This is an optimization exercise on Yosys and OpenROAD, whose aim is small area, not a production implementation. The RTL was checked by simulation tests, not by an equivalence proof against the original design. No activity file was given, so power comes from the tool's default toggle rates.

## amber
// systolic_array
module systolic_array(
    input wire[7:0] inp_west0,
    input wire[7:0] inp_west4,
    input wire[7:0] inp_west8,
    input wire[7:0] inp_west12,
    input wire[7:0] inp_north0,
    input wire[7:0] inp_north1,
    input wire[7:0] inp_north2,
    input wire[7:0] inp_north3,
    output wire [15:0] out00,
    output wire [15:0] out01,
    output wire [15:0] out02,
    output wire [15:0] out03,
    output wire [15:0] out04,
    output wire [15:0] out05,
    output wire [15:0] out06,
    output wire [15:0] out07,
    output wire [15:0] out08,
    output wire [15:0] out09,
    output wire [15:0] out10,
    output wire [15:0] out11,
    output wire [15:0] out12,
    output wire [15:0] out13,
    output wire [15:0] out14,
    output wire [15:0] out15,
    input wire clk,
    input wire rst,
    output reg done);
reg [3:0] cycle_counter;
always @(posedge clk or posedge rst) begin
    if (rst) begin
        cycle_counter <= 4'd0;
        done <= 1'b0;
  ...
Settings: LEC_CHECK=0, ABC_AREA=1, CAP_MARGIN=20, CORE_MARGIN=2, CORE_UTILIZATION=65, GPL_TIMING_DRIVEN=0, SETUP_SLACK_MARGIN=0.15, SLEW_MARGIN=20; clock period 6.0 ns.
standard.sh (not shown) runs the stock make flow with config.mk's settings and CLKGATE_MAP_FILE= SYNTH_SCRIPT=/design/flow/synth_recipe.tcl, a recipe that flattens the netlist after the stock synthesis.
==> flow/flow/run.sh <==
#!/bin/bash
# The standard layout (standard.sh) with these changes:
#  - SYNTH_ARGS=-noabc: Yosys's quick ABC pass inside `synth` is skipped, so the explicit
#    full-adder trees in the RTL reach extract_fa unchanged and map to fa/ha cells without
#    inverters between them (the final ABC mapping still runs as usual);
#  - port buffers are buf_1 instead of the 10 um2 delay buffers buffer_ports picks by default
#    (every input and output port still gets its own buffer);
#  - clock tree: no dummy loads, clkbuf_8/16 only, larger sink clusters.
set -euo pipefail
export SYNTH_ARGS=-noabc
export BUFFER_PORTS_ARGS="-inputs -outputs -buffer_cell sky130_fd_sc_hd__buf_1"
export CTS_ARGS="-sink_clustering_enable -repair_clock_nets -dont_use_dummy_load -sink_clustering_size 20 -sink_clustering_max_diameter 60 -buf_list {sky130_fd_sc_hd__clkbuf_8 sky130_fd_sc_hd__clkbuf_16}"
bash standard.sh > standard.log 2>&1
amber: no failed stages, no open violations at the end
Setup changes, amber to sierra
==> flow/flow/run.sh <==
#!/bin/bash
# The standard layout (standard.sh) with these changes:
#  - SYNTH_ARGS=-noabc: Yosys's quick ABC pass inside `synth` is skipped, so the explicit
#    full-adder trees in the RTL reach extract_fa unchanged and map to fa/ha cells without
#    inverters between them (the final ABC mapping still runs as usual);
#  - port buffers are buf_1 instead of the 10 um2 delay buffers buffer_ports picks by default
#    (every input and output port still gets its own buffer);
#  - REMOVE_ABC_BUFFERS=1: the floorplan step removes the buffers ABC inserted instead of
#    resizing for timing that early (repair_design and repair_timing run later as usual);
#  - clock tree: no dummy loads, clkbuf_16 only, sink clusters of up to 30 within 80 um.
set -euo pipefail
export SYNTH_ARGS=-noabc
export REMOVE_ABC_BUFFERS=1
export BUFFER_PORTS_ARGS="-inputs -outputs -buffer_cell sky130_fd_sc_hd__buf_1"
export CTS_ARGS="-sink_clustering_enable -repair_clock_nets -dont_use_dummy_load -sink_clustering_size 30 -sink_clustering_max_diameter 80 -buf_list {sky130_fd_sc_hd__clkbuf_16}"
bash standard.sh > standard.log 2>&1
[summary]
Looking at launching instance or port of the critical path, the inp_west0[0] result is from amber; the inp_north3[7] one comes from sierra.
[compare] base=amber new=sierra: leakage power of the design shrank by 2.0%; switching power shrank by about 2.6%; number of clock-tree buffers in the layout shrank by about 30%.
Fmax: sierra below amber
Between amber and sierra, routed wire length is higher for amber, sierra comes in under that.
Taking amber as the reference, in sierra layout overhead on the synthesized area fell 1.9 points; core utilization shrank by 1.3 points.
Post-placement setup slack deteriorates in sierra relative to amber.
The following lists how cedar was set up differently from sierra:
Settings: clearing ABC_AREA, which used to be 1; clearing SETUP_SLACK_MARGIN, which used to be 0.15.
==> flow/flow/run.sh <==
#!/bin/bash
# The standard layout (standard.sh) with these changes:
#  - SYNTH_ARGS=-noabc: Yosys's quick ABC pass inside `synth` is skipped, so the explicit
#    full-adder trees in the RTL reach extract_fa unchanged and map to fa/ha cells without
#    inverters between them (the final ABC mapping still runs as usual);
#  - port buffers are buf_1 instead of the 10 um2 delay buffers buffer_ports picks by default
#    (every input and output port still gets its own buffer);
#  - clock tree: no dummy loads, clkbuf_8/16 only, larger sink clusters.
set -euo pipefail
export SYNTH_ARGS=-noabc
export BUFFER_PORTS_ARGS="-inputs -outputs -buffer_cell sky130_fd_sc_hd__buf_1"
export CTS_ARGS="-sink_clustering_enable -repair_clock_nets -dont_use_dummy_load -sink_clustering_size 20 -sink_clustering_max_diameter 60 -buf_list {sky130_fd_sc_hd__clkbuf_8 sky130_fd_sc_hd__clkbuf_16}"
bash standard.sh > standard.log 2>&1
Findings:
All of sierra and cedar finish clean. Between sierra and cedar, the final setup skew figures differ only marginally. cedar: final critical-path share of the clock period is 1.7 points higher than what sierra reported. Any difference in utilization between cedar and sierra is small enough to ignore.
Input changes introduced in lagoon (baseline for comparison: cedar):
Settings: PLACE_DENSITY now 0.78, previously not set; SETUP_SLACK_MARGIN now 0.15, previously not set; ABC_AREA now 1, previously not set; CORE_UTILIZATION now 75, was 65.
==> flow/flow/run.sh <==
#!/bin/bash
# The standard layout (standard.sh) with these changes:
#  - SYNTH_ARGS=-noabc: Yosys's quick ABC pass inside `synth` is skipped, so the explicit
#    full-adder trees in the RTL reach extract_fa unchanged and map to fa/ha cells without
#    inverters between them (the final ABC mapping still runs as usual);
#  - port buffers are buf_1 instead of the 10 um2 delay buffers buffer_ports picks by default
#    (every input and output port still gets its own buffer);
#  - REMOVE_ABC_BUFFERS=1: the floorplan step removes the buffers ABC inserted instead of
#    resizing for timing that early (repair_design and repair_timing run later as usual);
#  - clock tree: no dummy loads, clkbuf_16 only, sink clusters of up to 30 within 80 um.
set -euo pipefail
export SYNTH_ARGS=-noabc
export REMOVE_ABC_BUFFERS=1
export BUFFER_PORTS_ARGS="-inputs -outputs -buffer_cell sky130_fd_sc_hd__buf_1"
export CTS_ARGS="-sink_clustering_enable -repair_clock_nets -dont_use_dummy_load -sink_clustering_size 30 -sink_clustering_max_diameter 80 -buf_list {sky130_fd_sc_hd__clkbuf_16}"
bash standard.sh > standard.log 2>&1
[summary]
lagoon vs cedar — worst ir drop on vdd climbed by a few percent
lagoon ended up with nor2_1 as its leading cell type in the layout, fill and taps excluded; cedar ended up with and3_1.
In the reports for lagoon and cedar, the larger number of antenna violations at the first check in global routing belongs to cedar.
More vias were needed by cedar than by lagoon.
The inputs of maple differ from those of lagoon as listed below.
Settings: removing ABC_AREA (formerly 1); removing PLACE_DENSITY (formerly 0.78); removing SETUP_SLACK_MARGIN (formerly 0.15); changing CORE_UTILIZATION from 75 to 65.
==> flow/flow/run.sh <==
#!/bin/bash
# The standard layout (standard.sh) with these changes:
#  - SYNTH_ARGS=-noabc: Yosys's quick ABC pass inside `synth` is skipped, so the explicit
#    full-adder trees in the RTL reach extract_fa unchanged and map to fa/ha cells without
#    inverters between them (the final ABC mapping still runs as usual);
#  - port buffers are buf_1 instead of the 10 um2 delay buffers buffer_ports picks by default
#    (every input and output port still gets its own buffer);
#  - clock tree: no dummy loads, clkbuf_8/16 only, larger sink clusters.
set -euo pipefail
export SYNTH_ARGS=-noabc
export BUFFER_PORTS_ARGS="-inputs -outputs -buffer_cell sky130_fd_sc_hd__buf_1"
export CTS_ARGS="-sink_clustering_enable -repair_clock_nets -dont_use_dummy_load -sink_clustering_size 30 -sink_clustering_max_diameter 80 -buf_list {sky130_fd_sc_hd__clkbuf_16}"
bash standard.sh > standard.log 2>&1
Findings:
- Looking at the reports, maple completed the entire flow and the layout it produced met the timing, DRC and antenna checks.
- Compared with lagoon, maple shows maximum frequency that has gone down by a few percent.
- Summary: with lagoon as the reference, number of clock buffer instances in the layout in maple moved up by more than 10%.
- maple -> lagoon: reported max-cap violation count delta 0, exact match
- Relative contribution of the clock network to total power: maple and lagoon compared, higher one is maple
- Of maple and lagoon, it is maple that has the higher internal power summed over all cells.
- Pin count of the biggest net entering global routing (maple vs. lagoon) decreases by more than half
- [compare] base=lagoon new=maple: post-route clock period utilization rose 2.4 points; cell count climbed 105.
- Measured against each other, maple and lagoon differ in core utilization, the lower figure coming from maple.
Relative to maple, the following input files were edited for willow:
Settings: an added ABC_AREA of 1; an added SETUP_SLACK_MARGIN of 0.15.
-- flow/flow/run.sh --
<<< maple, line 6
#  - port buffers are buf_1 instead of the 10 um2 delay buffers buffer_ports picks by default
#    (every input and output port still gets its own buffer);
#  - clock tree: no dummy loads, clkbuf_8/16 only, larger sink clusters.
set -euo pipefail
export SYNTH_ARGS=-noabc
>>> willow, line 6
#  - port buffers are buf_1 instead of the 10 um2 delay buffers buffer_ports picks by default
#    (every input and output port still gets its own buffer);
#  - clock tree: no dummy loads, clkbuf_16 only, sink clusters of up to 30 within 80 um.
set -euo pipefail
export SYNTH_ARGS=-noabc
Findings:
willow against maple: worst hold slack -0.11 ns, met1 layer usage reported by global route now sits lower, slew of the pin with the lowest slew margin lost 0.019 ns. No stage failed in willow, and the final checks on the layout all came back clean. Die area: willow better than maple. The worst setup margin in willow sits 0.13 ns above the value recorded for maple. maple -> willow: post-cts gate resize count decreased by more than a quarter.

## what the ideal ports hide
How much do the figures lean on ideal ports? The routed layouts below were timed once more, with nothing changed but the port constraints. Step 1 sets driving cells, clkbuf_16 on the clock port and buf_2 on the other inputs (assumed; they add their load-dependent delay and slew). Step 2 adds t to the input delays and takes it off the output delays; t is the mean of the earliest and latest rising clock arrival at the registers after step 1. Input paths then give back, and output paths get back, about the clock's delay inside the block. Three values: ideal, step 1, step 2; two values: the first two.
run	t, ns	setup WS [ns]	clock arrival spread, ns	worst data-port slew with drivers (ns)
amber	0.631	0.259 / 0.292 / -0.333	0.057 / 0.058	0.06
sierra	0.675	0.204 / 0.239 / -0.437	0.075 / 0.075	0.08
cedar	0.641	0.100 / 0.124 / -0.517	0.074 / 0.073	0.09
lagoon	0.669	0.237 / 0.248 / -0.404	0.068 / 0.068	0.07
maple	0.619	0.091 / 0.068 / -0.551	0.063 / 0.063	0.09
willow	0.603	0.223 / 0.254 / -0.349	0.058 / 0.058	0.06
With both steps, setup timing fails in every run listed, where it was met with ideal ports. For maple, which loses most, drivers alone change the setup slack by -0.023 ns; drivers and shift together by -0.642 ns.
